From an optimization exercise on the open Yosys and OpenROAD flow, aimed at small area; shortcuts taken in it are not production practice. The RTL was checked by simulation tests, not by an equivalence proof against the original design.

**flow/run.sh**
```bash
#!/bin/bash
# synth_recipe.tcl (not shown) runs the flow's synth.tcl, then flattens the netlist and writes it again
# the make line also repeats each setting of config.mk as NAME=value (left out here)
make -C /OpenROAD-flow-scripts/flow DESIGN_CONFIG=/design/flow/config.mk WORK_HOME=/design/flow/orfs CLKGATE_MAP_FILE= SYNTH_SCRIPT=/design/flow/synth_recipe.tcl finish
```
**flow/config.mk**
```make
export PLATFORM = sky130hd
export DESIGN_NAME = tx_upconverter
export DESIGN_NICKNAME = tx_upconverter
export VERILOG_FILES = /design/flow/design.v
export SDC_FILE = /design/flow/constraint.sdc
export NUM_CORES = 4
export LEC_CHECK = 0
export CAP_MARGIN = 20
export CORE_MARGIN = 2
export CORE_UTILIZATION = 60
export CTS_CLUSTER_DIAMETER = 100
export CTS_CLUSTER_SIZE = 30
export SLEW_MARGIN = 20
```
**flow/constraint.sdc**
```tcl
create_clock -name core_clock -period 6.0 [get_ports {clk}]
set_input_delay 1.2000 -clock core_clock [delete_from_list [all_inputs] [get_ports {clk}]]
set_output_delay 1.2000 -clock core_clock [all_outputs]
set_load 0.01 [all_outputs]
```
**flow/design.v**
```verilog
module CicInterpM5(
    input clock,
    input rst,                   
    output reg req,              
    input signed [19:0] x_real,  
    input signed [19:0] x_imag,
    output signed [15:0] y_real,   
    output signed [15:0] y_imag
    );
    reg [7:0] counter;
    reg [3:0] ev;            
    always @(posedge clock)
    begin
        if (rst)
        begin
            counter <= 0;
            req <= 0;
            ev <= 0;
        end
        else
        begin
            if (counter == 8'd199)
            begin
                counter <= 0;
                req <= 1'b1;
                if (ev != 4'd9) ev <= ev + 1'd1;
            end
            else
            begin
                counter <= counter + 1'd1;
                req <= 1'b0;
            end
        end
    end
    wire wr_new  = (counter >= 8'd174) && (counter <= 8'd193);    
    wire ser_b0  = (counter == 8'd174);                           
    wire ser_b1  = (counter == 8'd175);
    wire ser_b19 = (counter == 8'd193);                           
    wire ser_ext = (counter >= 8'd194) && (counter <= 8'd197);    
    wire [4:0] bidx = counter[4:0] - 5'd14;                       
    wire [3:0] ld;
    assign ld[0] = (counter == 8'd198);
    assign ld[1] = (counter == 8'd199);
    assign ld[2] = (counter == 8'd0) && (ev != 4'd0);
    assign ld[3] = (counter == 8'd1) && (ev != 4'd0);
    wire [4:0] mv = {ev >= 4'd9, ev >= 4'd8, ev >= 4'd7, ev >= 4'd6, ev >= 4'd5};
    wire [15:0] yr, yi;        
    cic_chan ch_r (.clk(clock), .rst(rst), .x(x_real), .wr_new(wr_new), .bidx(bidx),
                   .ser_b0(ser_b0), .ser_b1(ser_b1), .ser_b19(ser_b19), .ser_ext(ser_ext),
                   .ld(ld), .mv(mv), .y(yr));
    cic_chan ch_i (.clk(clock), .rst(rst), .x(x_imag), .wr_new(wr_new), .bidx(bidx),
                   .ser_b0(ser_b0), .ser_b1(ser_b1), .ser_b19(ser_b19), .ser_ext(ser_ext),
                   .ld(ld), .mv(mv), .y(yi));
    assign y_real = yr;
    assign y_imag = yi;
endmodule
module cic_chan(
    input clk,
    input rst,
    input [19:0] x,
    input wr_new,
    input [4:0] bidx,
    input ser_b0, ser_b1, ser_b19, ser_ext,
    input [3:0] ld,
    input [4:0] mv,
    output [15:0] y
    );
    reg [179:0] sr;
    wire lin = wr_new ? x[bidx] : sr[179];
    always @(posedge clk) sr <= {sr[178:0], lin};
    wire [4:0] tap = {sr[179], sr[159], sr[139], sr[119], sr[99]} & mv;
    reg [4:0] sgn;
    always @(posedge clk) if (ser_b19) sgn <= tap;
    wire [4:0] op = ser_ext ? sgn : tap;
    wire a0 = op[0], a1 = op[1], a2 = op[2], a3 = op[3], a4 = op[4];
    reg cp, cu, cv, cw, cr, a2d, ud1, ud2;
    wire cp_i = ser_b0 ? 1'b1 : cp;
    wire cu_i = ser_b0 ? 1'b1 : cu;
    wire cv_i = ser_b0 ? 1'b0 : cv;
    wire cw_i = ser_b0 ? 1'b0 : cw;
    wire cr_i = ser_b0 ? 1'b0 : cr;
    wire p = a2 ^ ~a1 ^ cp_i;
    wire u = p ^ ~a3 ^ cu_i;
    wire v = a0 ^ a4 ^ cv_i;
    wire a2s = ser_b0 ? 1'b0 : a2d;
    wire w = v ^ a2s ^ cw_i;
    wire u4 = (ser_b0 | ser_b1) ? 1'b0 : ud2;
    wire r = w ^ u4 ^ cr_i;
    always @(posedge clk)
    begin
        cp <= (a2 & ~a1) | (cp_i & (a2 ^ ~a1));
        cu <= (p & ~a3) | (cu_i & (p ^ ~a3));
        cv <= (a0 & a4) | (cv_i & (a0 ^ a4));
        cw <= (v & a2s) | (cw_i & (v ^ a2s));
        cr <= (w & u4) | (cr_i & (w ^ u4));
        a2d <= a2;
        ud1 <= u;
        ud2 <= ud1;
    end
    reg [23:0] d;
    always @(posedge clk) d <= {d[22:0], r};
    reg [9:0] y1s0;
    reg [9:0] y1s1;
    reg [3:0] y1s2;
    reg y1g3;    
    always @(posedge clk)
    begin
        if (rst)
        begin
            y1s0 <= 0;
            y1s1 <= 0;
            y1s2 <= 0;
            y1g3 <= 0;
        end
        else
        begin
            if (ld[0]) y1s0 <= {d[14], d[15], d[16], d[17], d[18], d[19], d[20], d[21], d[22], d[23]};
            if (ld[1]) y1s1 <= {d[5], d[6], d[7], d[8], d[9], d[10], d[11], d[12], d[13], d[14]};
            if (ld[2]) y1s2 <= {d[2], d[3], d[4], d[5]};
            if (ld[3]) y1g3 <= d[3];
        end
    end
    reg [9:0] y2s0;
    wire [9:0] n2s0;
    wire o2s0;
    reg [9:0] y2s1;
    wire [9:0] n2s1;
    wire o2s1;
    reg c2s1;
    reg [9:0] y2s2;
    wire [9:0] n2s2;
    wire o2s2;
    reg c2s2;
    reg [0:0] y2s3;
    wire [0:0] n2s3;
    wire o2s3;
    reg c2s3;
    reg [9:0] y3s0;
    wire [9:0] n3s0;
    wire o3s0;
    reg [9:0] y3s1;
    wire [9:0] n3s1;
    wire o3s1;
    reg c3s1;
    reg [9:0] y3s2;
    wire [9:0] n3s2;
    wire o3s2;
    reg c3s2;
    reg [6:0] y3s3;
    wire [6:0] n3s3;
    wire o3s3;
    reg c3s3;
    reg y3sd1;
    reg [9:0] y4s0;
    wire [9:0] n4s0;
    wire o4s0;
    reg [9:0] y4s1;
    wire [9:0] n4s1;
    wire o4s1;
    reg c4s1;
    reg [9:0] y4s2;
    wire [9:0] n4s2;
    wire o4s2;
    reg c4s2;
    reg [9:0] y4s3;
    wire [9:0] n4s3;
    wire o4s3;
    reg c4s3;
    reg [3:0] y4s4;
    wire [3:0] n4s4;
    wire o4s4;
    reg c4s4;
    reg [9:0] y5s0;
    wire [9:0] n5s0;
    wire o5s0;
    reg [9:0] y5s1;
    wire [9:0] n5s1;
    wire o5s1;
    reg c5s1;
    reg [9:0] y5s2;
    wire [9:0] n5s2;
    wire o5s2;
    reg c5s2;
    reg [9:0] y5s3;
    wire [9:0] n5s3;
    wire o5s3;
    reg c5s3;
    reg [10:0] y5s4;
    wire [10:0] n5s4;
    wire o5s4;
    reg c5s4;
    radd #(10) a2s0 (.a(y2s0), .b({y1s0[9], y1s0[8], y1s0[7], y1s0[6], y1s0[5], y1s0[4], y1s0[3], y1s0[2], y1s0[1], y1s0[0]}), .ci(1'b0), .s(n2s0), .co(o2s0));
    radd #(10) a2s1 (.a(y2s1), .b({y1s1[9], y1s1[8], y1s1[7], y1s1[6], y1s1[5], y1s1[4], y1s1[3], y1s1[2], y1s1[1], y1s1[0]}), .ci(c2s1), .s(n2s1), .co(o2s1));
    radd #(10) a2s2 (.a(y2s2), .b({y1s2[3], y1s2[3], y1s2[3], y1s2[3], y1s2[3], y1s2[3], y1s2[3], y1s2[2], y1s2[1], y1s2[0]}), .ci(c2s2), .s(n2s2), .co(o2s2));
    radd #(1) a2s3 (.a(y2s3), .b({y1g3}), .ci(c2s3), .s(n2s3), .co(o2s3));
    radd #(10) a3s0 (.a(y3s0), .b({y2s0[9], y2s0[8], y2s0[7], y2s0[6], y2s0[5], y2s0[4], y2s0[3], y2s0[2], y2s0[1], y2s0[0]}), .ci(1'b0), .s(n3s0), .co(o3s0));
    radd #(10) a3s1 (.a(y3s1), .b({y2s1[9], y2s1[8], y2s1[7], y2s1[6], y2s1[5], y2s1[4], y2s1[3], y2s1[2], y2s1[1], y2s1[0]}), .ci(c3s1), .s(n3s1), .co(o3s1));
    radd #(10) a3s2 (.a(y3s2), .b({y2s2[9], y2s2[8], y2s2[7], y2s2[6], y2s2[5], y2s2[4], y2s2[3], y2s2[2], y2s2[1], y2s2[0]}), .ci(c3s2), .s(n3s2), .co(o3s2));
    radd #(7) a3s3 (.a(y3s3), .b({y2s3[0], y2s3[0], y2s3[0], y2s3[0], y2s3[0], y2s3[0], y2s3[0]}), .ci(c3s3), .s(n3s3), .co(o3s3));
    radd #(10) a4s0 (.a(y4s0), .b({y3s0[9], y3s0[8], y3s0[7], y3s0[6], y3s0[5], y3s0[4], y3s0[3], y3s0[2], y3s0[1], y3s0[0]}), .ci(1'b0), .s(n4s0), .co(o4s0));
    radd #(10) a4s1 (.a(y4s1), .b({y3s1[9], y3s1[8], y3s1[7], y3s1[6], y3s1[5], y3s1[4], y3s1[3], y3s1[2], y3s1[1], y3s1[0]}), .ci(c4s1), .s(n4s1), .co(o4s1));
    radd #(10) a4s2 (.a(y4s2), .b({y3s2[9], y3s2[8], y3s2[7], y3s2[6], y3s2[5], y3s2[4], y3s2[3], y3s2[2], y3s2[1], y3s2[0]}), .ci(c4s2), .s(n4s2), .co(o4s2));
    radd #(10) a4s3 (.a(y4s3), .b({y3s3[6], y3s3[6], y3s3[6], y3s3[6], y3s3[5], y3s3[4], y3s3[3], y3s3[2], y3s3[1], y3s3[0]}), .ci(c4s3), .s(n4s3), .co(o4s3));
    radd #(4) a4s4 (.a(y4s4), .b({y3sd1, y3sd1, y3sd1, y3sd1}), .ci(c4s4), .s(n4s4), .co(o4s4));
    radd #(10) a5s0 (.a(y5s0), .b({y4s0[9], y4s0[8], y4s0[7], y4s0[6], y4s0[5], y4s0[4], y4s0[3], y4s0[2], y4s0[1], y4s0[0]}), .ci(1'b0), .s(n5s0), .co(o5s0));
    radd #(10) a5s1 (.a(y5s1), .b({y4s1[9], y4s1[8], y4s1[7], y4s1[6], y4s1[5], y4s1[4], y4s1[3], y4s1[2], y4s1[1], y4s1[0]}), .ci(c5s1), .s(n5s1), .co(o5s1));
    radd #(10) a5s2 (.a(y5s2), .b({y4s2[9], y4s2[8], y4s2[7], y4s2[6], y4s2[5], y4s2[4], y4s2[3], y4s2[2], y4s2[1], y4s2[0]}), .ci(c5s2), .s(n5s2), .co(o5s2));
    radd #(10) a5s3 (.a(y5s3), .b({y4s3[9], y4s3[8], y4s3[7], y4s3[6], y4s3[5], y4s3[4], y4s3[3], y4s3[2], y4s3[1], y4s3[0]}), .ci(c5s3), .s(n5s3), .co(o5s3));
    radd #(11) a5s4 (.a(y5s4), .b({y4s4[3], y4s4[3], y4s4[3], y4s4[3], y4s4[3], y4s4[3], y4s4[3], y4s4[3], y4s4[2], y4s4[1], y4s4[0]}), .ci(c5s4), .s(n5s4), .co(o5s4));
    always @(posedge clk)
    begin
        if (rst)
        begin
            y2s0 <= 10'd0;
            c2s1 <= 0;
            y2s1 <= 10'd0;
            c2s2 <= 0;
            y2s2 <= 10'd0;
            c2s3 <= 0;
            y2s3 <= 1'd0;
            y3s0 <= 10'd0;
            c3s1 <= 0;
            y3s1 <= 10'd0;
            c3s2 <= 0;
            y3s2 <= 10'd0;
            c3s3 <= 0;
            y3s3 <= 7'd0;
            y3sd1 <= 0;
            y4s0 <= 10'd0;
            c4s1 <= 0;
            y4s1 <= 10'd0;
            c4s2 <= 0;
            y4s2 <= 10'd0;
            c4s3 <= 0;
            y4s3 <= 10'd0;
            c4s4 <= 0;
            y4s4 <= 4'd0;
            y5s0 <= 10'd0;
            c5s1 <= 0;
            y5s1 <= 10'd0;
            c5s2 <= 0;
            y5s2 <= 10'd0;
            c5s3 <= 0;
            y5s3 <= 10'd16;
            c5s4 <= 0;
            y5s4 <= 11'd0;
        end
        else
        begin
            y2s0 <= n2s0;
            c2s1 <= o2s0;
            y2s1 <= n2s1;
            c2s2 <= o2s1;
            y2s2 <= n2s2;
            c2s3 <= o2s2;
            y2s3 <= n2s3;
            y3s0 <= n3s0;
            c3s1 <= o3s0;
            y3s1 <= n3s1;
            c3s2 <= o3s1;
            y3s2 <= n3s2;
            c3s3 <= o3s2;
            y3s3 <= n3s3;
            y3sd1 <= y3s3[6];
            y4s0 <= n4s0;
            c4s1 <= o4s0;
            y4s1 <= n4s1;
            c4s2 <= o4s1;
            y4s2 <= n4s2;
            c4s3 <= o4s2;
            y4s3 <= n4s3;
            c4s4 <= o4s3;
            y4s4 <= n4s4;
            y5s0 <= n5s0;
            c5s1 <= o5s0;
            y5s1 <= n5s1;
            c5s2 <= o5s1;
            y5s2 <= n5s2;
            c5s3 <= o5s2;
            y5s3 <= n5s3;
            c5s4 <= o5s3;
            y5s4 <= n5s4;
        end
    end
    reg ob39d1;
    reg ob38d1;
    reg ob37d1;
    reg ob36d1;
    reg ob35d1;
    always @(posedge clk)
    begin
        ob39d1 <= y5s3[9];
        ob38d1 <= y5s3[8];
        ob37d1 <= y5s3[7];
        ob36d1 <= y5s3[6];
        ob35d1 <= y5s3[5];
    end
    assign y = {y5s4[10], y5s4[9], y5s4[8], y5s4[7], y5s4[6], y5s4[5], y5s4[4], y5s4[3], y5s4[2], y5s4[1], y5s4[0], ob39d1, ob38d1, ob37d1, ob36d1, ob35d1};
endmodule
module cpl_cordic(
  input clock,
  input [31:0] frequency,
  input signed [15:0] in_data_I,
  input signed [15:0] in_data_Q,
  output signed [15:0] out_data_I,
  output signed [15:0] out_data_Q
  );
localparam WR = 23;    
localparam WZ = 20;    
localparam STG = 19;   
localparam WT = 32;
wire [WT-1:0] atan_table [1:WT-1];
assign atan_table[01] = 32'b00100101110010000000101000111011;  
assign atan_table[02] = 32'b00010011111101100111000010110111;  
assign atan_table[03] = 32'b00001010001000100010001110101000;  
assign atan_table[04] = 32'b00000101000101100001101010000110;  
assign atan_table[05] = 32'b00000010100010111010111111000011;  
assign atan_table[06] = 32'b00000001010001011110110000111101;  
assign atan_table[07] = 32'b00000000101000101111100010101010;  
assign atan_table[08] = 32'b00000000010100010111110010100111;  
assign atan_table[09] = 32'b00000000001010001011111001011101;  
assign atan_table[10] = 32'b00000000000101000101111100110000;  
assign atan_table[11] = 32'b00000000000010100010111110011000;  
assign atan_table[12] = 32'b00000000000001010001011111001100;  
assign atan_table[13] = 32'b00000000000000101000101111100110;  
assign atan_table[14] = 32'b00000000000000010100010111110011;  
assign atan_table[15] = 32'b00000000000000001010001011111010;  
assign atan_table[16] = 32'b00000000000000000101000101111101;  
assign atan_table[17] = 32'b00000000000000000010100010111110;  
assign atan_table[18] = 32'b00000000000000000001010001011111;  
assign atan_table[19] = 32'b00000000000000000000101000110000;  
assign atan_table[20] = 32'b00000000000000000000010100011000;  
assign atan_table[21] = 32'b00000000000000000000001010001100;  
assign atan_table[22] = 32'b00000000000000000000000101000110;  
assign atan_table[23] = 32'b00000000000000000000000010100011;  
assign atan_table[24] = 32'b00000000000000000000000001010001;  
assign atan_table[25] = 32'b00000000000000000000000000101001;  
assign atan_table[26] = 32'b00000000000000000000000000010100;  
assign atan_table[27] = 32'b00000000000000000000000000001010;  
assign atan_table[28] = 32'b00000000000000000000000000000101;  
assign atan_table[29] = 32'b00000000000000000000000000000011;  
assign atan_table[30] = 32'b00000000000000000000000000000001;  
assign atan_table[31] = 32'b00000000000000000000000000000001;  
reg [31:0] phase;
wire [31:0] phase_sum;
cadd #(.W(32), .B0(7), .B(7)) nco_add (.a(phase), .b(frequency), .ci(1'b0), .s(phase_sum));
always @(posedge clock)
  if (frequency == 32'd0)
    phase <= 32'd0;      
  else
    phase <= phase_sum;
reg [20:0] pd0, pd;
always @(posedge clock)
  begin
  pd0 <= phase[31:11];
  pd <= pd0;
  end
wire [1:0] quadrant = pd[20:19];
wire [16:0] i17 = {in_data_I[15], in_data_I};
wire [16:0] q17 = {in_data_Q[15], in_data_Q};
wire [16:0] in_p, in_m;
cadd #(.W(17), .B0(6), .B(6)) padd (.a(i17), .b(q17), .ci(1'b0), .s(in_p));
cadd #(.W(17), .B0(6), .B(6)) madd (.a(i17), .b(~q17), .ci(1'b1), .s(in_m));
wire [17:0] p18 = {in_p[16], in_p};
wire [17:0] m18 = {in_m[16], in_m};
wire [17:0] xv = quadrant[0] ? p18 : m18;
wire [17:0] yv = quadrant[0] ? m18 : p18;
wire xneg = quadrant[1] ^ quadrant[0];
wire yneg = quadrant[1];
wire [17:0] xlow, ylow;
assign xlow = {pfx_or18(xv[16:0]), 1'b0};
assign ylow = {pfx_or18(yv[16:0]), 1'b0};
function [16:0] pfx_or18;    
  input [16:0] v;
  integer lv, b;
  reg [16:0] t;
  begin
    t = v;
    for (lv = 1; lv < 17; lv = lv * 2)
      for (b = 16; b >= 0; b = b - 1)
        if ((b / lv) % 2 == 1)
          t[b] = t[b] | t[(b / lv) * lv - 1];
    pfx_or18 = t;
  end
endfunction
reg [WR-1:0] X [0:STG-1];
reg [WR-1:0] Y [0:STG-1];
reg [WZ-1:0] Z [0:STG-1];
always @(posedge clock)
  begin
  X[0] <= {xv ^ ({18{xneg}} & xlow), 5'b0};
  Y[0] <= {yv ^ ({18{yneg}} & ylow), 5'b0};
  Z[0] <= {~pd[18], ~pd[18], pd[17:0]};
  end
genvar n;
generate
  for (n = 0; n <= STG-3; n = n + 1)
    begin : stages
    wire [WR-1:0] X_shr = {{(n+1){X[n][WR-1]}}, X[n][WR-1:n+1]};
    wire [WR-1:0] Y_shr = {{(n+1){Y[n][WR-1]}}, Y[n][WR-1:n+1]};
    wire [WZ-2-n:0] atan = atan_table[n+1][WT-2-n:WT-WZ] + atan_table[n+1][WT-WZ-1];
    wire zs = Z[n][WZ-1-n];
    localparam LZ = (n == 0) ? 4 : (n == 1) ? 2 : 0;
    wire [WR-1:0] xn, yn;
    cadd #(.W(WR-LZ), .B0(7), .B(8)) ax (.a(X[n][WR-1:LZ]), .b(Y_shr[WR-1:LZ] ^ {(WR-LZ){~zs}}), .ci(Y[n][n] ^ ~zs), .s(xn[WR-1:LZ]));
    cadd #(.W(WR-LZ), .B0(7), .B(8)) ay (.a(Y[n][WR-1:LZ]), .b(X_shr[WR-1:LZ] ^ {(WR-LZ){zs}}),  .ci(X[n][n] ^ zs),  .s(yn[WR-1:LZ]));
    if (LZ > 0)
      begin : lz
      assign xn[LZ-1:0] = {LZ{1'b0}};
      assign yn[LZ-1:0] = {LZ{1'b0}};
      end
    always @(posedge clock)
      begin
      X[n+1] <= xn;
      Y[n+1] <= yn;
      end
    if (n < STG-2)
      begin : angles
      wire [WZ-2-n:0] zn;
      cadd #(.W(WZ-1-n), .B0((WZ-1-n <= 15) ? 11 : 7), .B(8)) az (.a(Z[n][WZ-2-n:0]), .b(atan ^ {(WZ-1-n){~zs}}), .ci(~zs), .s(zn));
      always @(posedge clock)
        Z[n+1][WZ-2-n:0] <= zn;
      end
    end
endgenerate
wire zs17 = Z[STG-2][WZ-1-(STG-2)];
wire [4:0] ux = Y[STG-2][WR-1:WR-5] ^ {5{~zs17}};
wire sux = Y[STG-2][WR-1] ^ ~zs17;
wire [4:0] uy = X[STG-2][WR-1:WR-5] ^ {5{zs17}};
wire suy = X[STG-2][WR-1] ^ zs17;
wire [6:0] lox, loy;
wire cox, coy;
radd #(7) lx (.a(X[STG-2][6:0]), .b({~sux, sux, ux}), .ci(Y[STG-2][STG-2] ^ ~zs17), .s(lox), .co(cox));
radd #(7) ly (.a(Y[STG-2][6:0]), .b({~suy, suy, uy}), .ci(X[STG-2][STG-2] ^ zs17),  .s(loy), .co(coy));
wire [15:0] xr, yr;
cinc #(16) ix (.a(X[STG-2][WR-1:7]), .ci(cox), .s(xr));
cinc #(16) iy (.a(Y[STG-2][WR-1:7]), .ci(coy), .s(yr));
assign out_data_I = xr;
assign out_data_Q = yr;
endmodule
module tx_upconverter(
  input clk,
  input rst,
  input [31:0] frequency,
  input signed [19:0] x_real,
  input signed [19:0] x_imag,
  output req,
  output signed [15:0] out_I,
  output signed [15:0] out_Q
  );
  wire signed [15:0] y2_r, y2_i;
  CicInterpM5 in2 (
    .clock(clk),
    .rst(rst),
    .req(req),
    .x_real(x_real),
    .x_imag(x_imag),
    .y_real(y2_r),
    .y_imag(y2_i)
    );
  cpl_cordic cordic_inst (
    .clock(clk),
    .frequency(frequency),
    .in_data_I(y2_i),
    .in_data_Q(y2_r),
    .out_data_I(out_I),
    .out_data_Q(out_Q)
    );
endmodule
module cadd #(parameter W = 23, parameter B0 = 12, parameter B = 11) (
  input  [W-1:0] a,
  input  [W-1:0] b,
  input          ci,
  output [W-1:0] s
  );
  wire [W:0] c;       
  wire [W-1:0] s0;    
  wire [W-1:0] ones;  
  wire [W-1:0] bc;    
  assign c[0] = ci;
  genvar i;
  generate
    for (i = 0; i < W; i = i + 1) begin : g
      if (i < B0) begin : lo
        assign s0[i] = a[i] ^ b[i] ^ c[i];
        assign c[i+1] = (a[i] & b[i]) | (c[i] & (a[i] ^ b[i]));
        assign ones[i] = 1'b0;
        assign bc[i] = 1'b0;
        assign s[i] = s0[i];
      end else if (((i - B0) % B) == 0) begin : st
        assign s0[i] = a[i] ^ b[i];
        assign c[i+1] = a[i] & b[i];
        assign ones[i] = 1'b1;
        if (i == B0) begin : f
          assign bc[i] = c[i];
        end else begin : n
          assign bc[i] = c[i] | (bc[i-1] & ones[i-1] & s0[i-1]);
        end
        assign s[i] = s0[i] ^ bc[i];
      end else begin : md
        assign s0[i] = a[i] ^ b[i] ^ c[i];
        assign c[i+1] = (a[i] & b[i]) | (c[i] & (a[i] ^ b[i]));
        assign ones[i] = ones[i-1] & s0[i-1];
        assign bc[i] = bc[i-1];
        assign s[i] = s0[i] ^ (bc[i] & ones[i]);
      end
    end
  endgenerate
endmodule
module radd #(parameter W = 13) (
  input  [W-1:0] a,
  input  [W-1:0] b,
  input          ci,
  output [W-1:0] s,
  output         co
  );
  wire [W:0] c;
  assign c[0] = ci;
  genvar i;
  generate
    for (i = 0; i < W; i = i + 1) begin : g
      assign s[i] = a[i] ^ b[i] ^ c[i];
      assign c[i+1] = (a[i] & b[i]) | (c[i] & (a[i] ^ b[i]));
    end
  endgenerate
  assign co = c[W];
endmodule
module cinc #(parameter W = 16) (
  input  [W-1:0] a,
  input          ci,
  output [W-1:0] s
  );
  wire [W:0] p;
  assign p[0] = 1'b1;
  genvar i;
  generate
    for (i = 0; i < W; i = i + 1) begin : g
      assign s[i] = a[i] ^ (ci & p[i]);
      assign p[i+1] = p[i] & a[i];
    end
  endgenerate
endmodule
```
==> qor.csv, run 1 <==
stage,metric,value,unit
clocking,Clock Latency Late Sink,0.74,ns
synthesis,"area leader, netlist",dfxtp_1,
synthesis,Main synth FF type,dfxtp_1,
timing,RSZ-0062 raised after global routing,false,
timing,endpoints failing hold,0,
placed_design,dpl ws,-0.771,ns
placed_design,Port Buffer Count,106,
synthesis,area share of the largest cell type after synthesis,43.5,%
synthesis,Simple-Gate Fraction of Synth Area,7.13,%
setup_path,Reg-to-Reg Start,cordic_inst.Z[10][9]$_DFF_P_,
synthesis,Synth async-reset ratio,0,%
routing,routed vias/inst,4.67,
global_routing,initial antenna violation count,0,
routing,WL/cell,14.0,um
placed_design,hpwl dp,105000,um
finish,nets,8905,
setup_path,Crit path required time,6.61,ns
global_routing,Total Routing Usage GR,18.3,%
clocking,CTS tree,yes,
finish,area of the multi-input gates,0.0455,sq mm
floorplanning,Initial Util,60.4,%
setup_path,Reg-to-Reg End,cordic_inst.X[11][22]$_DFF_P_,
synthesis,proportion of synthesized area in mux cells,0.754,%
finish,ant diodes,0,
synthesis,compound-cell area share of the yosys netlist,1.04,%
finish,register cell area after layout,0.0391,sq mm
floorplanning,Die Y,389,um
placed_design,placed cell area,0.0929,sq mm
synthesis,Mapped Nets,8780,
worst_hold_path,worst min-delay path category,register to register,
clocking,H-tree levels,3,
finish,Final Cell Area,0.0952,sq mm
synthesis,Synth Warn #,9,
routing,DRT iter0 DRCs,1280,
run_status,status,no timing/DRC/antenna violations,
clocking,"CTS clk-pin slew, worst paths",0.10,ns
finish,area grow syn2layout,6.87,%
timing,min Tclk post-route,5.72,ns
global_routing,global-route wire length before repair,228000,um
finish,final core utilization,64.5,%
synthesis,number of flops mapped to enable cells by yosys,10,
routing,Detailed Routing Iterations Pass 1,5,
setup_path,CP Launch Type,input pin,
setup_path,worst r2r path cells,20,
setup_path,CP Max Fanout,2,
setup_path,Setup crit end kind,register,
synthesis,Netlist Area Pre-Place,0.0891,sq mm
synthesis,XOR/XNOR Fraction of Synth Area,11.6,%
finish,most frequent cells in the layout,"dfxtp_1, fa_1, inv_1",
floorplanning,I/O pins,107,
timing,# setup viols final,0,
timing,WHS,0.289,ns
placed_design,Placed Cells,9223,
routing,"antenna viol nets, final",0,
synthesis,Cells after Synth,7248,
timing,fin crit share,95.3,%
finish,share of cells above drive strength 1,4.38,%
floorplanning,Total Die Area,0.152,sq mm
floorplanning,row count,141,
finish,Layout fillers,11700,
setup_path,WS Path Type,input pin to register,
worst_hold_path,Hold Path Origin,in2.ch_r.sr[59]$_DFF_P_,
finish,fin cells,9324,
routing,vias,43500,
timing,Fmax achieved,175,MHz
clocking,"Hold-fix buffers, CTS",0,
timing,worst slew pin tran,1.06,ns
finish,"commonest non-fill, non-tap cell in the layout",dfxtp_1,
worst_hold_path,Worst Hold Path Cells,0,
setup_path,R2R Setup Slk,0.34,ns
timing,fin. max-slew vios,0,
synthesis,adder-cell share of the synthesized area,30.4,%
clocking,CTS sink cnt,1946,
timing,clock skew,0.0629,ns
synthesis,library cells used by synthesis,72,
synthesis,"Seq/Total Area, Yosys",43.8,%
timing,Slew Limit Headroom,29.0,%
synthesis,synth top area cells,"dfxtp_1, fa_1, xnor2_1",
global_routing,vias in the first global route,47300,
clocking,clock root cell,clkbuf_16,
placed_design,Placer Congestion,0.845,
global_routing,final global-route overflow total,0,
global_routing,largest net degree at the start of global routing,127,
synthesis,largest family of logic cells by synthesized area,adder cells,
routing,routed wire length,130000,um
floorplanning,core area,0.147,sq mm
job,max cap viols,0,
setup_path,crit path DAT,6.33,ns
clocking,worst-case clock buffer depth,3,
timing,Setup WS post-layout,0.280,ns
synthesis,Avg Inst Size Synth,12.3,sq um
routing,DRC viols,0,
synthesis,Synth Register Bits,1946,
clocking,Num CTS Buffers,76,
worst_hold_path,hold endpoint,in2.ch_r.sr[60]$_DFF_P_,
floorplanning,die width,389,um
Yosys cell counts (3+ instances only):
master / instances
and4_1: 3
and3_1: 84
a21oi_1: 67
a21o_1: 3
nand2b_1: 20
or2_2: 44
ha_1: 286
o31a_1: 4
nand3b_1: 5
o21ai_0: 32
nand3_1: 121
and3b_1: 35
or3_1: 4
xnor2_1: 665
nor3b_1: 3
nand4_1: 39
inv_1: 1102
and2_1: 23
buf_1: 24
nor2_1: 238
xor2_1: 513
edfxtp_1: 10
nor4_1: 14
mux4_2: 13
fa_1: 1172
clkbuf_1: 114
nor3_1: 26
mux2i_1: 21
mux2_2: 15
buf_2: 7
o31ai_1: 3
o22ai_1: 3
nand2_1: 266
nor2b_1: 282
o21a_1: 6
dfxtp_1: 1936
sequential cells by signal (all words and copies together), names as in the netlist, 21 cells and up:
name / count
in2.ch_r.d: 24
cordic_inst.Y: 403
in2.ch_r.sr: 180
in2.ch_i.sr: 180
cordic_inst.X: 402
cordic_inst.Z: 204
cordic_inst.pd: 21
cordic_inst.pd0: 21
cordic_inst.phase: 32
in2.ch_i.d: 24
cell families (layout without fill, tap and decap cells):
kind of cell / Yosys count / after routing
fa+ha+maj: 1458 / 1458
mux: 49 / 49
xor+xnor: 1178 / 1178
buf+inv: 1250 / 1396
flops: 1946 / 1946
simple gates: 1219 / 1219
compound gates: 148 / 148
how the worst max path moves through the flow:
stage                                            start                          endpoint  slack, ns  cells after the start
after floorplan                           frequency[0]  cordic_inst.phase[29]$_SDFF_PN0_      -0.03                     27
after global placement                    frequency[7]  cordic_inst.phase[31]$_SDFF_PN0_      -0.75                     27
after detailed placement                  frequency[0]  cordic_inst.phase[30]$_SDFF_PN0_      -0.77                     30
after CTS                                 frequency[0]  cordic_inst.phase[30]$_SDFF_PN0_       0.04                     30
after global routing      cordic_inst.Z[13][6]$_DFF_P_     cordic_inst.X[14][22]$_DFF_P_       0.02                     21
final                                     frequency[7]  cordic_inst.phase[31]$_SDFF_PN0_       0.28                     27
critical path: stages:
cell and delay [ns]:
dlymetal6s2s_1 0.12, ha_2 0.17, inv_1 0.05, fa_2 0.36, fa_2 0.35, fa_2 0.36, fa_2 0.36, fa_2 0.34
fa_1 0.43, inv_1 0.07, ha_2 0.16, nand2b_4 0.12, and3b_1 0.17, nand2b_1 0.09, nor4_2 0.27, ha_2 0.20
nand2b_4 0.11, and3b_1 0.17, nand2b_1 0.10, nor4_2 0.32, buf_4 0.16, ha_1 0.14, or2_4 0.13, nand3_2 0.09
nor2_4 0.13, xnor2_1 0.12, nor2_1 0.05
timing repair:
item,CTS,global route
endpoints found under the hold margin,0,0
gates resized for setup,0,20
setup endpoints to repair,0,17
setup buffers,0,1
routing by layer:
| layer | part of all wire [%] | global-route usage (%) | vias up |
|---|---|---|---|
| met4 | 2.6 | 4.68 | 0 |
| met3 | 1.8 | 1.97 | 158 |
| met1 | 46 | 24.9 | 21300 |
| met5 | 0 | 0 | - |
| met2 | 49 | 31.3 | 241 |
| li1 | - | - | 21900 |
stage by stage:
stage / setup TNS, ns
floorplan: -0.0631
global placement: -3.83
detailed placement: -4.06
CTS: 0
global route: 0
finish: 0
area by class of cell:
cell class              instances  area share [%]
multi-input cells            4052            47.8
flip-flops and latches       1946            41.1
inverters                    1104            4.35
well taps                    1930            2.54
clock buffers                  82            2.03
repair buffers                193            1.86
clock inverters                17           0.336
==> inputs of run 2 (changes only) <==
--- a/flow/config.mk
+++ b/flow/config.mk
@@ -10,2 +10,3 @@
 export CORE_UTILIZATION = 60
+export CTS_BUF_LIST = sky130_fd_sc_hd__clkbuf_8 sky130_fd_sc_hd__clkbuf_16
 export CTS_CLUSTER_DIAMETER = 100
==> run 2 against run 1 <==
  * Fmax is essentially flat
  * Register-to-register slack barely moved
  * Routed wire length about the same
  * Clock skew hardly changed
  * Non-clock buffer count unchanged
  * Worst hold slack about the same
  * First-iteration DRC count hardly changed
  * Critical endpoint unchanged
==> qor.csv, run 2 <==
stage,metric,value,unit,change
global_routing,Total Routing Usage GR,18.3,%,unchanged
timing,min Tclk post-route,5.72,ns,+0.000179 ns
synthesis,Synth Warn #,9,,unchanged
finish,final core utilization,64.5,%,unchanged
synthesis,Cells after Synth,7248,,unchanged
floorplanning,Initial Util,60.4,%,unchanged
synthesis,Avg Inst Size Synth,12.3,sq um,unchanged
routing,routed wire length,130000,um,about the same
synthesis,Synth Register Bits,1946,,unchanged
routing,Detailed Routing Iterations Pass 1,7,,+2
routing,DRC viols,0,,unchanged
synthesis,synth cell count leaders,"dfxtp_1, fa_1, inv_1",,
finish,ant diodes,0,,unchanged
worst_hold_path,worst min-delay path category,register to register,,
synthesis,area share of the largest cell type after synthesis,43.5,%,unchanged
finish,number of flip-flops in the largest register,403,,unchanged
timing,RSZ-0062 raised after global routing,false,,
clocking,CTS tree,yes,,
finish,Layout fillers,11700,,unchanged
clocking,clock root cell,clkbuf_16,,
global_routing,largest net degree at the start of global routing,127,,unchanged
finish,register cell area after layout,0.0391,sq mm,unchanged
timing,Slew Limit Headroom,29.0,%,unchanged
clocking,"CTS clk-pin slew, worst paths",0.10,ns,about the same
clocking,H-tree levels,3,,unchanged
setup_path,crit path DAT,6.33,ns,about the same
clocking,CTS sink cnt,1946,,unchanged
synthesis,number of flops mapped to enable cells by yosys,10,,unchanged
finish,share of cells above drive strength 1,4.38,%,unchanged
synthesis,library cells used by synthesis,72,,unchanged
floorplanning,core area,0.147,sq mm,unchanged
clocking,Clock Latency Late Sink,0.74,ns,about the same
clocking,worst-case clock buffer depth,3,,unchanged
placed_design,Placer Congestion,0.845,,unchanged
routing,routed vias/inst,4.67,,about the same
timing,Fmax achieved,175,MHz,about the same
placed_design,hpwl dp,105000,um,unchanged
synthesis,Main synth FF type,dfxtp_1,,
synthesis,"area leader, netlist",dfxtp_1,,
timing,endpoints failing hold,0,,unchanged
floorplanning,row count,141,,unchanged
synthesis,Netlist Area Pre-Place,0.0891,sq mm,unchanged
timing,fin crit share,95.3,%,about the same
synthesis,Synth async-reset ratio,0,%,unchanged
clocking,Num CTS Buffers,76,,unchanged
floorplanning,Total Die Area,0.152,sq mm,unchanged
setup_path,Crit path required time,6.61,ns,about the same
finish,Biggest register,cordic_inst.Y,,
synthesis,most frequent cell after synthesis,dfxtp_1,,
finish,top flop regs,"cordic_inst.Y x403, cordic_inst.X x402, cordic_inst.Z x204",,
setup_path,WS Path Type,input pin to register,,
finish,area grow syn2layout,6.87,%,unchanged
routing,vias,43500,,+0.037%
timing,worst slew pin tran,1.06,ns,unchanged
synthesis,"Seq/Total Area, Yosys",43.8,%,unchanged
routing,DRT iter0 DRCs,1281,,+0.078%
finish,most frequent cells in the layout,"dfxtp_1, fa_1, inv_1",,
floorplanning,I/O pins,107,,unchanged
floorplanning,die width,389,um,unchanged
run_status,status,no timing/DRC/antenna violations,,
routing,WL/cell,14.0,um,about the same
timing,# setup viols final,0,,unchanged
setup_path,CP Launch Type,input pin,,
setup_path,CP Max Fanout,2,,unchanged
global_routing,initial antenna violation count,0,,unchanged
floorplanning,Die Y,389,um,unchanged
finish,"commonest non-fill, non-tap cell in the layout",dfxtp_1,,
job,max cap viols,0,,unchanged
global_routing,final global-route overflow total,0,,unchanged
global_routing,vias in the first global route,47300,,unchanged
setup_path,Setup crit end kind,register,,
timing,clock skew,0.0629,ns,-0.0000154 ns
finish,area of the multi-input gates,0.0455,sq mm,unchanged
synthesis,synth top area cells,"dfxtp_1, fa_1, xnor2_1",,
synthesis,Mapped Nets,8780,,unchanged
timing,fin. max-slew vios,0,,unchanged
routing,"antenna viol nets, final",0,,unchanged
finish,nets,8905,,unchanged
placed_design,Port Buffer Count,106,,unchanged
clocking,"Hold-fix buffers, CTS",0,,unchanged
global_routing,global-route wire length before repair,228000,um,unchanged
==> run 2: cell count changes in the layout (fill, tap and decap cells not counted) <==
cell,delta
clkbuf_1,-5
inv_1,+5
==> run 2: area by class of cell <==
| class | instances | area share [%] |
|---|---|---|
| Clock inverter | 22 | 0.356 |
| Sequential cell | 1946 | 41.1 |
| Timing Repair Buffer | 193 | 1.86 |
| Multi-Input combinational cell | 4052 | 47.8 |
| Inverter | 1104 | 4.35 |
| Tap cell | 1930 | 2.54 |
| Clock buffer | 77 | 2.01 |
==> run 2: worst paths after layout <==
path                                                   start                          endpoint  slack [ns]  cells after the start
worst max-delay path                            frequency[7]  cordic_inst.phase[31]$_SDFF_PN0_        0.28                     27
worst min-delay path                 in2.ch_r.sr[59]$_DFF_P_           in2.ch_r.sr[60]$_DFF_P_        0.29                      0
worst max register to register  cordic_inst.Z[10][9]$_DFF_P_     cordic_inst.X[11][22]$_DFF_P_        0.34                     20
worst min register to register       in2.ch_r.sr[59]$_DFF_P_           in2.ch_r.sr[60]$_DFF_P_        0.29                      0
==> run 2: timing repair <==
action,4_1_cts,5_1_grt
buffers inserted,0,1
hold endpoints to repair,0,0
resized for setup,0,20
endpoints found under the setup margin,0,17
==> run 2: stage by stage <==
| stage | instance area, sq um | TNS [ns] | instances | setup WS (ns) | hold WS, ns |
|---|---|---|---|---|---|
| detailed placement | 92900 | -4.06 | 9223 | -0.771 | 0.312 |
| CTS | 95100 | 0 | 9322 | 0.0442 | 0.278 |
| floorplan | 89200 | -0.0631 | 7248 | -0.0317 | 0.310 |
| finish | 95200 | 0 | 9324 | 0.280 | 0.289 |
| global route | 95200 | 0 | 9324 | 0.0215 | 0.293 |
| global placement | 92900 | -3.83 | 9223 | -0.753 | 0.310 |
==> run 2: kinds of logic (layout without fill, tap and decap cells) <==
kind of cell               count (synthesis)  in the layout  share of synthesized area [%]
AOI/OAI and AO/OA                        148            148                           1.04
xor gates and xnor gates                1178           1178                           11.6
adders and majority gates               1458           1458                           30.4
buffers and inverters                   1250           1396                           5.29
DFF                                     1946           1946                           43.8
muxes                                     49             49                          0.754
and+or+nand+nor                         1219           1219                           7.13
==> run 2: critical path, cell delays in order <==
cell and delay, ns:
dlymetal6s2s_1 0.12, ha_2 0.17, inv_1 0.05, fa_2 0.36, fa_2 0.35, fa_2 0.36
fa_2 0.36, fa_2 0.34, fa_1 0.43, inv_1 0.07, ha_2 0.16, nand2b_4 0.12
and3b_1 0.17, nand2b_1 0.09, nor4_2 0.27, ha_2 0.20, nand2b_4 0.11, and3b_1 0.17
nand2b_1 0.10, nor4_2 0.32, buf_4 0.16, ha_1 0.14, or2_4 0.13, nand3_2 0.09
nor2_4 0.13, xnor2_1 0.12, nor2_1 0.05
==> run 2: layer usage <==
metal	up-vias	global-route usage (%)	wire, um
met1	21300	24.9	60300
met3	160	1.97	2440
met4	0	4.68	3410
met2	255	31.3	64300
li1	21900	-	-
met5	-	0	0
==> inputs of run 3 (changes only) <==
--- a/flow/design.v
+++ b/flow/design.v
@@ -214,33 +214,18 @@
             y2s0 <= 10'd0;
-            c2s1 <= 0;
             y2s1 <= 10'd0;
-            c2s2 <= 0;
             y2s2 <= 10'd0;
-            c2s3 <= 0;
             y2s3 <= 1'd0;
             y3s0 <= 10'd0;
-            c3s1 <= 0;
             y3s1 <= 10'd0;
-            c3s2 <= 0;
             y3s2 <= 10'd0;
-            c3s3 <= 0;
             y3s3 <= 7'd0;
-            y3sd1 <= 0;
             y4s0 <= 10'd0;
-            c4s1 <= 0;
             y4s1 <= 10'd0;
-            c4s2 <= 0;
             y4s2 <= 10'd0;
-            c4s3 <= 0;
             y4s3 <= 10'd0;
-            c4s4 <= 0;
             y4s4 <= 4'd0;
             y5s0 <= 10'd0;
-            c5s1 <= 0;
             y5s1 <= 10'd0;
-            c5s2 <= 0;
             y5s2 <= 10'd0;
-            c5s3 <= 0;
             y5s3 <= 10'd16;
-            c5s4 <= 0;
             y5s4 <= 11'd0;
@@ -250,33 +235,18 @@
             y2s0 <= n2s0;
-            c2s1 <= o2s0;
             y2s1 <= n2s1;
-            c2s2 <= o2s1;
             y2s2 <= n2s2;
-            c2s3 <= o2s2;
             y2s3 <= n2s3;
             y3s0 <= n3s0;
-            c3s1 <= o3s0;
             y3s1 <= n3s1;
-            c3s2 <= o3s1;
             y3s2 <= n3s2;
-            c3s3 <= o3s2;
             y3s3 <= n3s3;
-            y3sd1 <= y3s3[6];
             y4s0 <= n4s0;
-            c4s1 <= o4s0;
             y4s1 <= n4s1;
-            c4s2 <= o4s1;
             y4s2 <= n4s2;
-            c4s3 <= o4s2;
             y4s3 <= n4s3;
-            c4s4 <= o4s3;
             y4s4 <= n4s4;
             y5s0 <= n5s0;
-            c5s1 <= o5s0;
             y5s1 <= n5s1;
-            c5s2 <= o5s1;
             y5s2 <= n5s2;
-            c5s3 <= o5s2;
             y5s3 <= n5s3;
-            c5s4 <= o5s3;
             y5s4 <= n5s4;
@@ -284,2 +254,20 @@
     end
+    always @(posedge clk)
+    begin
+        c2s1 <= o2s0;
+        c2s2 <= o2s1;
+        c2s3 <= o2s2;
+        c3s1 <= o3s0;
+        c3s2 <= o3s1;
+        c3s3 <= o3s2;
+        y3sd1 <= y3s3[6];
+        c4s1 <= o4s0;
+        c4s2 <= o4s1;
+        c4s3 <= o4s2;
+        c4s4 <= o4s3;
+        c5s1 <= o5s0;
+        c5s2 <= o5s1;
+        c5s3 <= o5s2;
+        c5s4 <= o5s3;
+    end
     reg ob39d1;
--- a/flow/config.mk
+++ b/flow/config.mk
@@ -10,3 +10,2 @@
 export CORE_UTILIZATION = 60
-export CTS_BUF_LIST = sky130_fd_sc_hd__clkbuf_8 sky130_fd_sc_hd__clkbuf_16
 export CTS_CLUSTER_DIAMETER = 100
@@ -14 +13,2 @@
 export SLEW_MARGIN = 20
+export TNS_END_PERCENT = 30
==> run 3 against run 2 <==
  * Still clean
  * Fmax down 1.6%
  * Final cell count is the same
  * Critical path depth increased by 2
  * Largest cell class unchanged
  * Highest routed layer unchanged
==> qor.csv, run 3 <==
stage,metric,value,unit,change
finish,number of flip-flops in the largest register,403,,unchanged
clocking,"CTS clk-pin slew, worst paths",0.11,ns,about the same
floorplanning,Total Die Area,0.151,sq mm,about the same
synthesis,library cells used by synthesis,66,,-8.3%
setup_path,Critical Path Max Stage Delay,0.43,ns,about the same
synthesis,synth cell count leaders,"dfxtp_1, fa_1, inv_1",,
setup_path,CP Launch Type,input pin,,
setup_path,WS Path Type,input pin to register,,
routing,"antenna viol nets, final",0,,unchanged
floorplanning,Die Y,389,um,about the same
floorplanning,die width,389,um,about the same
synthesis,Main synth FF type,dfxtp_1,,
finish,Layout fillers,11700,,-0.026%
synthesis,"Seq/Total Area, Yosys",43.9,%,about the same
timing,Setup TNS Final,0,ns,unchanged
placed_design,Port Buffer Count,106,,unchanged
routing,routed wire length,130000,um,-0.53%
timing,WHS,0.322,ns,+0.0329 ns
setup_path,Setup crit end kind,register,,
clocking,Clock Latency Late Sink,0.75,ns,about the same
global_routing,final global-route overflow total,0,,unchanged
synthesis,Avg Inst Size Synth,12.3,sq um,about the same
timing,Setup WS post-layout,0.189,ns,-0.0908 ns
synthesis,Cells after Synth,7242,,-0.083%
finish,"commonest non-fill, non-tap cell in the layout",dfxtp_1,,
clocking,CTS tree,yes,,
synthesis,synth top area cells,"dfxtp_1, fa_1, xnor2_1",,
timing,min Tclk post-route,5.81,ns,+0.0908 ns
synthesis,Synth async-reset ratio,0,%,unchanged
setup_path,CP dominant cell by count,fa_2,,
finish,ant diodes,0,,unchanged
synthesis,most frequent cell after synthesis,dfxtp_1,,
synthesis,Mapped Nets,8774,,-0.068%
run_status,status,no timing/DRC/antenna violations,,
timing,# setup viols final,0,,unchanged
synthesis,Netlist Area Pre-Place,0.0890,sq mm,about the same
routing,routed vias/inst,4.65,,-0.49%
placed_design,hpwl dp,105000,um,-0.18%
setup_path,"Slowest-stage cell, CP",clkdlybuf4s50_1,,
setup_path,crit path DAT,6.43,ns,+0.10 ns
synthesis,Synth Warn #,9,,unchanged
setup_path,Crit path required time,6.61,ns,about the same
finish,nets,8905,,unchanged
setup_path,CP Max Fanout,2,,unchanged
placed_design,Placer Congestion,0.855,,+1.2%
timing,worst slew pin tran,1.04,ns,-0.0215 ns
timing,clock skew,0.0304,ns,-0.0325 ns
placed_design,placed cell area,0.0928,sq mm,about the same
floorplanning,row count,141,,unchanged
clocking,H-tree levels,3,,unchanged
finish,most frequent cells in the layout,"dfxtp_1, fa_1, inv_1",,
finish,area of the multi-input gates,0.0453,sq mm,-0.44%
floorplanning,core area,0.147,sq mm,unchanged
global_routing,global-route wire length before repair,227000,um,-0.60%
clocking,clock root cell,clkbuf_16,,
finish,Biggest register,cordic_inst.Y,,
timing,fin crit share,96.9,%,+1.5 points
timing,endpoints failing hold,0,,unchanged
routing,DRT iter0 DRCs,1442,,+13%
timing,Fmax achieved,172,MHz,-1.6%
routing,WL/cell,13.9,um,-0.53%
finish,area grow syn2layout,6.85,%,about the same
global_routing,Total Routing Usage GR,18.2,%,-0.053 points
finish,share of cells above drive strength 1,4.23,%,-0.15 points
timing,Slew Limit Headroom,30.7,%,+1.6 points
routing,DRC viols,0,,unchanged
global_routing,initial antenna violation count,1,,+1
floorplanning,I/O pins,107,,unchanged
timing,fin. max-slew vios,0,,unchanged
synthesis,area share of the largest cell type after synthesis,43.5,%,about the same
clocking,Num CTS Buffers,76,,unchanged
finish,Final Cell Area,0.0951,sq mm,about the same
global_routing,vias in the first global route,46800,,-0.96%
synthesis,number of flops mapped to enable cells by yosys,10,,unchanged
routing,vias,43300,,-0.49%
finish,top flop regs,"cordic_inst.Y x403, cordic_inst.X x402, cordic_inst.Z x204",,
clocking,worst-case clock buffer depth,3,,unchanged
finish,register cell area after layout,0.0391,sq mm,about the same
floorplanning,Initial Util,60.4,%,about the same
global_routing,largest net degree at the start of global routing,148,,+17%
synthesis,"area leader, netlist",dfxtp_1,,
placed_design,dpl ws,-0.783,ns,-0.0129 ns
worst_hold_path,worst min-delay path category,register to register,,
routing,Detailed Routing Iterations Pass 1,4,,-3
clocking,CTS sink cnt,1946,,unchanged
job,max cap viols,0,,unchanged
synthesis,Synth Register Bits,1946,,unchanged
## run 3: cell types whose count changed after synthesis, moves of 8 or more
cell	before	now
nor2_1	238	196
inv_1	1102	1134
nand2_1	266	277
nand3_1	121	112
xor2_1	513	522
clkbuf_1	114	106
## run 3: path summary, 6_finish.rpt
kind                                      from  slack [ns]  depth (start not counted)                               end
hold reg to reg       in2.ch_i.sr[124]$_DFF_P_        0.32                          0          in2.ch_i.sr[125]$_DFF_P_
hold / removal        in2.ch_i.sr[124]$_DFF_P_        0.32                          0          in2.ch_i.sr[125]$_DFF_P_
setup / recovery                  frequency[0]        0.19                         29  cordic_inst.phase[29]$_SDFF_PN0_
setup reg to reg  cordic_inst.Z[9][10]$_DFF_P_        0.37                         20     cordic_inst.X[10][22]$_DFF_P_
## run 3: layer usage
layer,wire length (um),vias to the layer above,GRT usage [%]
met5,0,-,0
met4,3130,0,4.41
met3,2620,151,2.14
met2,64400,252,31.4
met1,59600,21100,24.6
li1,-,21800,-
## run 3: layout make-up
class,count,area share [%]
inverters,1134,4.47
clock inverters,16,0.321
multi-input cells,4021,47.7
clock buffers,83,2.04
well taps,1930,2.54
flip-flops and latches,1946,41.1
repair buffers,194,1.89
## run 3: cells by family (layout without fill, tap and decap cells)
logic type	count (synthesis)	after routing	share of synthesized area [%]
XOR/XNOR	1181	1181	11.6
flip-flops	1946	1946	43.9
buffers and inverters	1275	1427	5.43
multiplexers	49	49	0.722
adder cells (fa/ha/maj)	1458	1458	30.4
AND/OR/NAND/NOR	1187	1187	6.97
AO/OA/AOI/OAI	146	146	1.01
## run 3: critical path, delay by kind of cell
family        cells  cell delay (ns)
buf+inv           3             0.63
fa+ha+maj        11             2.92
simple gates     14             1.56
xor+xnor          1             0.12
## run 3: per-stage QoR
step	utilization, %	cells
finish	64.5	9324
global route	64.5	9324
CTS	64.5	9322
detailed placement	62.9	9223
global placement	62.9	9223
floorplan	-	7242
## run 3: timing repair
action | in CTS | in global routing
buffers inserted | 0 | 1
setup endpoints to repair | 0 | 25
gates resized for setup | 0 | 15
hold buffers | 0 | 0
==> inputs of run 4 (changes only) <==
--- a/flow/config.mk
+++ b/flow/config.mk
@@ -12,3 +12,3 @@
 export CTS_CLUSTER_SIZE = 30
+export GPL_TIMING_DRIVEN = 0
 export SLEW_MARGIN = 20
-export TNS_END_PERCENT = 30
==> run 4 against run 3 <==
  * Still clean on timing, DRC and antenna
  * Via count increased by 1.9%
  * Critical path depth shrank 4
  * Non-clock buffer count rose by 87
  * Sequential cell count is the same
  * Critical endpoint is now cordic_inst.phase[31]$_SDFF_PN0_
  * Highest routed layer unchanged
==> qor.csv, run 4 <==
stage,metric,value,unit,change
timing,fin crit share,97.9,%,+1.1 points
synthesis,area share of the largest cell type after synthesis,43.5,%,unchanged
global_routing,final global-route overflow total,0,,unchanged
routing,"antenna viol nets, final",0,,unchanged
routing,routed wire length,142000,um,+9.4%
run_status,status,no timing/DRC/antenna violations,,
synthesis,Netlist Area Pre-Place,0.0890,sq mm,unchanged
clocking,CTS sink cnt,1946,,unchanged
setup_path,crit path from,frequency[8],,
finish,area grow syn2layout,7.62,%,
routing,DRT iter0 DRCs,1232,,-15%
setup_path,CP Max Fanout,4,,+2
clocking,CTS tree,yes,,
setup_path,Crit path required time,6.58,ns,-0.03 ns
global_routing,global-route wire length before repair,241000,um,+6.3%
floorplanning,I/O pins,107,,unchanged
finish,"commonest non-fill, non-tap cell in the layout",dfxtp_1,,
timing,RSZ-0062 raised after global routing,true,,
synthesis,Mapped Nets,8774,,unchanged
synthesis,Synth Warn #,9,,unchanged
finish,top flop regs,"cordic_inst.Y x403, cordic_inst.X x402, cordic_inst.Z x204",,
placed_design,hpwl dp,115000,um,+10%
timing,clock skew,0.0320,ns,+0.00164 ns
synthesis,Synth Register Bits,1946,,unchanged
synthesis,"Seq/Total Area, Yosys",43.9,%,unchanged
timing,fin. max-slew vios,0,,unchanged
floorplanning,Die Y,389,um,unchanged
clocking,Num CTS Buffers,76,,unchanged
synthesis,number of flops mapped to enable cells by yosys,10,,unchanged
routing,DRC viols,0,,unchanged
synthesis,synth cell count leaders,"dfxtp_1, fa_1, inv_1",,
global_routing,initial antenna violation count,2,,+1
synthesis,synth top area cells,"dfxtp_1, fa_1, xnor2_1",,
synthesis,Avg Inst Size Synth,12.3,sq um,unchanged
global_routing,largest net degree at the start of global routing,32,,-78%
finish,share of cells above drive strength 1,4.93,%,+0.70 points
finish,Biggest register,cordic_inst.Y,,
setup_path,worst r2r path cells,17,,-15%
setup_path,critical path capture point,cordic_inst.phase[31]$_SDFF_PN0_,,
synthesis,Synth async-reset ratio,0,%,unchanged
floorplanning,die width,389,um,unchanged
setup_path,Reg-to-Reg End,cordic_inst.X[3][22]$_DFF_P_,,
synthesis,most frequent cell after synthesis,dfxtp_1,,
routing,Detailed Routing Iterations Pass 1,5,,+1
finish,most frequent cells in the layout,"dfxtp_1, fa_1, inv_1",,
synthesis,Main synth FF type,dfxtp_1,,
clocking,H-tree levels,3,,unchanged
routing,vias,44100,,+1.9%
floorplanning,row count,141,,unchanged
global_routing,vias in the first global route,48000,,+2.5%
finish,final core utilization,65.0,%,+0.46 points
placed_design,Placer Congestion,0.837,,-2.1%
timing,endpoints failing hold,0,,unchanged
clocking,clock root cell,clkbuf_16,,
floorplanning,Total Die Area,0.151,sq mm,unchanged
floorplanning,Initial Util,60.4,%,unchanged
setup_path,R2R Setup Slk,0.24,ns,-0.13 ns
finish,number of flip-flops in the largest register,403,,unchanged
timing,Fmax achieved,170,MHz,-1.1%
clocking,worst-case clock buffer depth,3,,unchanged
clocking,"Hold-fix buffers, CTS",0,,unchanged
routing,routed vias/inst,4.69,,+0.91%
timing,Slew Limit Headroom,26.8,%,-3.9 points
floorplanning,core area,0.147,sq mm,unchanged
setup_path,Setup crit end kind,register,,
timing,min Tclk post-route,5.88,ns,+0.0655 ns
routing,WL/cell,15.1,um,+8.4%
global_routing,Total Routing Usage GR,19.8,%,+1.6 points
synthesis,library cells used by synthesis,66,,unchanged
timing,WHS,0.322,ns,+0.000212 ns
setup_path,crit path DAT,6.46,ns,+0.03 ns
worst_hold_path,worst min-delay path category,register to register,,
finish,nets,8992,,+0.98%
setup_path,WS Path Type,input pin to register,,
placed_design,Port Buffer Count,105,,-0.94%
synthesis,Cells after Synth,7242,,unchanged
clocking,"CTS clk-pin slew, worst paths",0.11,ns,about the same
timing,worst slew pin tran,1.10,ns,+0.0584 ns
clocking,Clock Latency Late Sink,0.72,ns,-0.03 ns
job,max cap viols,0,,unchanged
setup_path,Reg-to-Reg Start,cordic_inst.Z[2][17]$_DFF_P_,,
synthesis,"area leader, netlist",dfxtp_1,,
setup_path,CP Launch Type,input pin,,
timing,# setup viols final,0,,unchanged
-- run 4: area by class of cell --
class | instances | area (sq um)
inverters | 1134 | 4260
plain buffers | 134 | 860
diodes | 2 | 5.00
clock buffers | 85 | 1970
clock inverters | 12 | 189
fillers | 11500 | 51700
multi-input cells | 4021 | 45600
repair buffers | 147 | 1430
flip-flops and latches | 1946 | 39100
well taps | 1930 | 2410
-- run 4: per-layer routing --
| metal | wire length [um] | GRT usage [%] | up-vias |
|---|---|---|---|
| met5 | 0 | 0 | - |
| met4 | 3380 | 5.31 | 0 |
| met3 | 3170 | 2.11 | 148 |
| met2 | 71500 | 34.4 | 290 |
| met1 | 63900 | 26.4 | 21700 |
| li1 | - | - | 22000 |
-- run 4: kinds of logic (layout without fill, tap and decap cells) --
family                   Yosys count  in the layout  share of synthesized area, %
multiplexers                      49             49                         0.722
buffers and inverters           1275           1512                          5.43
AND/OR/NAND/NOR                 1187           1187                          6.97
adder cells (fa/ha/maj)         1458           1458                          30.4
AO/OA/AOI/OAI                    146            146                          1.01
other                              0              2                             0
XOR/XNOR                        1181           1181                          11.6
flip-flops                      1946           1946                          43.9
-- run 4: metrics by stage --
| step | std cells | setup slack (ns) | cell area [sq um] | TNS [ns] |
|---|---|---|---|---|
| 3_3_place_gp | 9277 | -1.13 | 92600 | -109.62 |
| 4_1_cts | 9384 | 0.000294 | 95300 | 0 |
| 6_report | 9411 | 0.123 | 95800 | 0 |
| 3_5_place_dp | 9285 | -1.28 | 92800 | -135.33 |
| 5_1_grt | 9409 | -0.0487 | 95800 | -0.0807 |
| 2_1_floorplan | 7242 | 0.00481 | 89100 | 0 |
-- run 4: worst min path at each step --
stage | startpoint | endpoint | slack [ns] | cells past startpoint
after floorplan | cordic_inst.pd[0]$_DFF_P_ | cordic_inst.Z[0][0]$_DFF_P_ | 0.31 | 0
after global placement | in2.ch_r.sr[152]$_DFF_P_ | in2.ch_r.sr[153]$_DFF_P_ | 0.31 | 0
after detailed placement | in2.ch_i.sr[44]$_DFF_P_ | in2.ch_i.sr[45]$_DFF_P_ | 0.31 | 0
after CTS | in2.ch_r.sr[57]$_DFF_P_ | in2.ch_r.sr[58]$_DFF_P_ | 0.32 | 0
after global routing | in2.ch_r.sr[57]$_DFF_P_ | in2.ch_r.sr[58]$_DFF_P_ | 0.32 | 0
final | in2.ch_r.sr[169]$_DFF_P_ | in2.ch_r.sr[170]$_DFF_P_ | 0.32 | 0
-- run 4: what timing repair did --
action / CTS / global route
gates resized for setup: 119 / 120
setup endpoints to repair: 284 / 115
pin swaps: 1 / 10
endpoints found under the hold margin: 0 / 0
setup buffers: 7 / 27
-- run 4: critical path, stage by stage --
cell and delay [ns]:
clkdlybuf4s50_1 0.51, inv_1 0.08, fa_2 0.39, fa_2 0.36
fa_2 0.35, fa_2 0.35, fa_2 0.37, fa_1 0.45
inv_1 0.07, ha_1 0.15, nand2b_4 0.12, and3b_2 0.22
nand2b_4 0.08, nor4_4 0.27, ha_2 0.20, nand2b_4 0.11
and3b_2 0.22, nand2b_4 0.07, nor4_4 0.13, ha_2 0.19
or2_4 0.14, nand3_2 0.11, nor2_4 0.12, xnor2_1 0.12
nor2_1 0.05
==> inputs of run 5 (changes only) <==
--- a/flow/config.mk
+++ b/flow/config.mk
@@ -12,3 +12,3 @@
 export CTS_CLUSTER_SIZE = 30
-export GPL_TIMING_DRIVEN = 0
+export GPL_ROUTABILITY_DRIVEN = 0
 export SLEW_MARGIN = 20
==> run 5 against run 4 <==
  * Global-route usage fell by 1.5 points
  * Die area did not move
  * Worst hold slack got worse by 0.0063 ns
  * Routed wire length fell by 7.9%
  * Synthesized cell count did not move
  * Synthesized area did not move
  * Largest cell class unchanged
==> qor.csv, run 5 <==
stage,metric,value,unit,change
clocking,"CTS clk-pin slew, worst paths",0.11,ns,about the same
setup_path,WS Path Type,input pin to register,,
floorplanning,Die Y,389,um,unchanged
synthesis,number of flops mapped to enable cells by yosys,10,,unchanged
synthesis,synth top area cells,"dfxtp_1, fa_1, xnor2_1",,
timing,endpoints failing hold,0,,unchanged
finish,nets,8907,,-0.95%
timing,WHS,0.316,ns,-0.00626 ns
clocking,Clock Latency Late Sink,0.72,ns,about the same
floorplanning,die width,389,um,unchanged
floorplanning,core area,0.147,sq mm,unchanged
timing,Fmax achieved,171,MHz,+0.64%
global_routing,Total Routing Usage GR,18.2,%,-1.5 points
routing,routed vias/inst,4.66,,-0.66%
global_routing,largest net degree at the start of global routing,167,,+420%
routing,DRT iter0 DRCs,1316,,+6.8%
job,max cap viols,0,,unchanged
setup_path,Critical Path Max Stage Delay,0.43,ns,-0.08 ns
global_routing,global-route wire length before repair,227000,um,-5.7%
floorplanning,row count,141,,unchanged
finish,top flop regs,"cordic_inst.Y x403, cordic_inst.X x402, cordic_inst.Z x204",,
clocking,CTS tree,yes,,
finish,most frequent cells in the layout,"dfxtp_1, fa_1, inv_1",,
timing,# setup viols final,0,,unchanged
timing,Setup TNS Final,0,ns,unchanged
clocking,worst-case clock buffer depth,3,,unchanged
setup_path,Setup crit end kind,register,,
routing,"antenna viol nets, final",0,,unchanged
routing,Detailed Routing Iterations Pass 1,5,,unchanged
floorplanning,Initial Util,60.4,%,unchanged
routing,DRC viols,0,,unchanged
synthesis,Netlist Area Pre-Place,0.0890,sq mm,unchanged
timing,clock skew,0.0364,ns,+0.00438 ns
timing,RSZ-0062 raised after global routing,false,,
synthesis,"Seq/Total Area, Yosys",43.9,%,unchanged
placed_design,Port Buffer Count,106,,+0.95%
routing,WL/cell,14.0,um,-7.1%
synthesis,synth cell count leaders,"dfxtp_1, fa_1, inv_1",,
setup_path,CP dominant cell by count,fa_2,,
run_status,status,no timing/DRC/antenna violations,,
global_routing,final global-route overflow total,0,,unchanged
synthesis,area share of the largest cell type after synthesis,43.5,%,unchanged
worst_hold_path,worst min-delay path category,register to register,,
setup_path,"Slowest-stage cell, CP",clkdlybuf4s50_1,,
synthesis,Cells after Synth,7242,,unchanged
synthesis,Synth Register Bits,1946,,unchanged
finish,ant diodes,0,,-2
synthesis,Mapped Nets,8774,,unchanged
## run 5: cell counts after synthesis
No cell type changed its count.
## run 5: path summary, 6_finish.rpt
path	slack, ns	start	cells after the start	to
max	0.16	frequency[0]	29	cordic_inst.phase[29]$_SDFF_PN0_
max reg2reg	0.39	cordic_inst.Z[12][7]$_DFF_P_	21	cordic_inst.X[13][22]$_DFF_P_
min	0.32	in2.ch_r.sr[62]$_DFF_P_	0	in2.ch_r.sr[63]$_DFF_P_
min reg2reg	0.32	in2.ch_r.sr[62]$_DFF_P_	0	in2.ch_r.sr[63]$_DFF_P_
## run 5: what timing repair did
item / in CTS / in global routing
hold buffers: 0 / 0
buffers inserted: 0 / 1
setup endpoints to repair: 2 / 30
resized for setup: 2 / 15
pin swaps: 0 / 6
## run 5: stage by stage
| step | util, % | std cells | instance area [sq um] | worst slack (ns) |
|---|---|---|---|---|
| 6_report | 64.5 | 9326 | 95200 | 0.160 |
| 5_1_grt | 64.5 | 9326 | 95200 | 0.00595 |
| 4_1_cts | 64.5 | 9325 | 95100 | 0.0305 |
| 3_5_place_dp | 62.9 | 9226 | 92800 | -0.818 |
| 3_3_place_gp | 62.9 | 9226 | 92800 | -0.752 |
| 2_1_floorplan | - | 7242 | 89100 | 0.00481 |
## run 5: logic make-up after synthesis
group | Yosys count | synth area share (%)
flip-flops | 1946 | 43.9
AO/OA/AOI/OAI | 146 | 1.01
multiplexers | 49 | 0.722
buffers and inverters | 1275 | 5.43
AND/OR/NAND/NOR | 1187 | 6.97
adder cells (fa/ha/maj) | 1458 | 30.4
XOR/XNOR | 1181 | 11.6
## run 5: layer usage
metal  share of wire [%]  global-route usage [%]
met4                 2.6                    4.60
met1                  46                    24.7
met5                   0                       0
met2                  50                    31.5
met3                 2.0                    2.08
## run 5: worst max-delay path, delay by kind of cell
family	cells	cell delay, ns
buf+inv	3	0.63
simple gates	14	1.51
xor+xnor	1	0.14
fa+ha+maj	11	2.97
## run 5: final cells by class
type / instances / area, sq um
timing repair buffer: 196 / 1800
inverter: 1134 / 4260
clock buffer: 83 / 1950
multi-input combinational: 4021 / 45400
fill: 11600 / 52300
tap: 1930 / 2410
clock inverter: 16 / 282
sequential: 1946 / 39100

[separate check: timing with driven ports]
The results above use ideal ports. As a check the final layouts listed here were re-extracted and re-timed, cells and wires unchanged. Step 1 (the two cells are an assumption about what drives the block):
set clk [get_ports {clk}]
set_driving_cell -lib_cell sky130_fd_sc_hd__clkbuf_16 $clk
set_driving_cell -lib_cell sky130_fd_sc_hd__buf_2 [delete_from_list [all_inputs] $clk]
Step 2, shift: input delay + t, output delay - t, t = (earliest + latest rising clock arrival at the registers) / 2. This alone moves slack from input paths to output paths. Slacks: ideal ports / drivers / drivers and shift; pairs: ideal ports / drivers.
| run | shift t [ns] | slack for setup (ns) | worst setup path at the end |
|---|---|---|---|
| run 1 | 0.779 | 0.280 / 0.332 / -0.447 | input to register |
| run 2 | 0.779 | 0.280 / 0.332 / -0.447 | input to register |
| run 3 | 0.795 | 0.189 / 0.229 / -0.566 | input to register |
| run 4 | 0.774 | 0.123 / 0.172 / -0.601 | input to register |
| run 5 | 0.778 | 0.160 / 0.208 / -0.570 | input to register |
With both steps, setup timing fails in every run listed, where it was met with ideal ports. The setup slack of run 3, which loses most, moves by +0.040 ns with the drivers and by -0.755 ns with both steps.
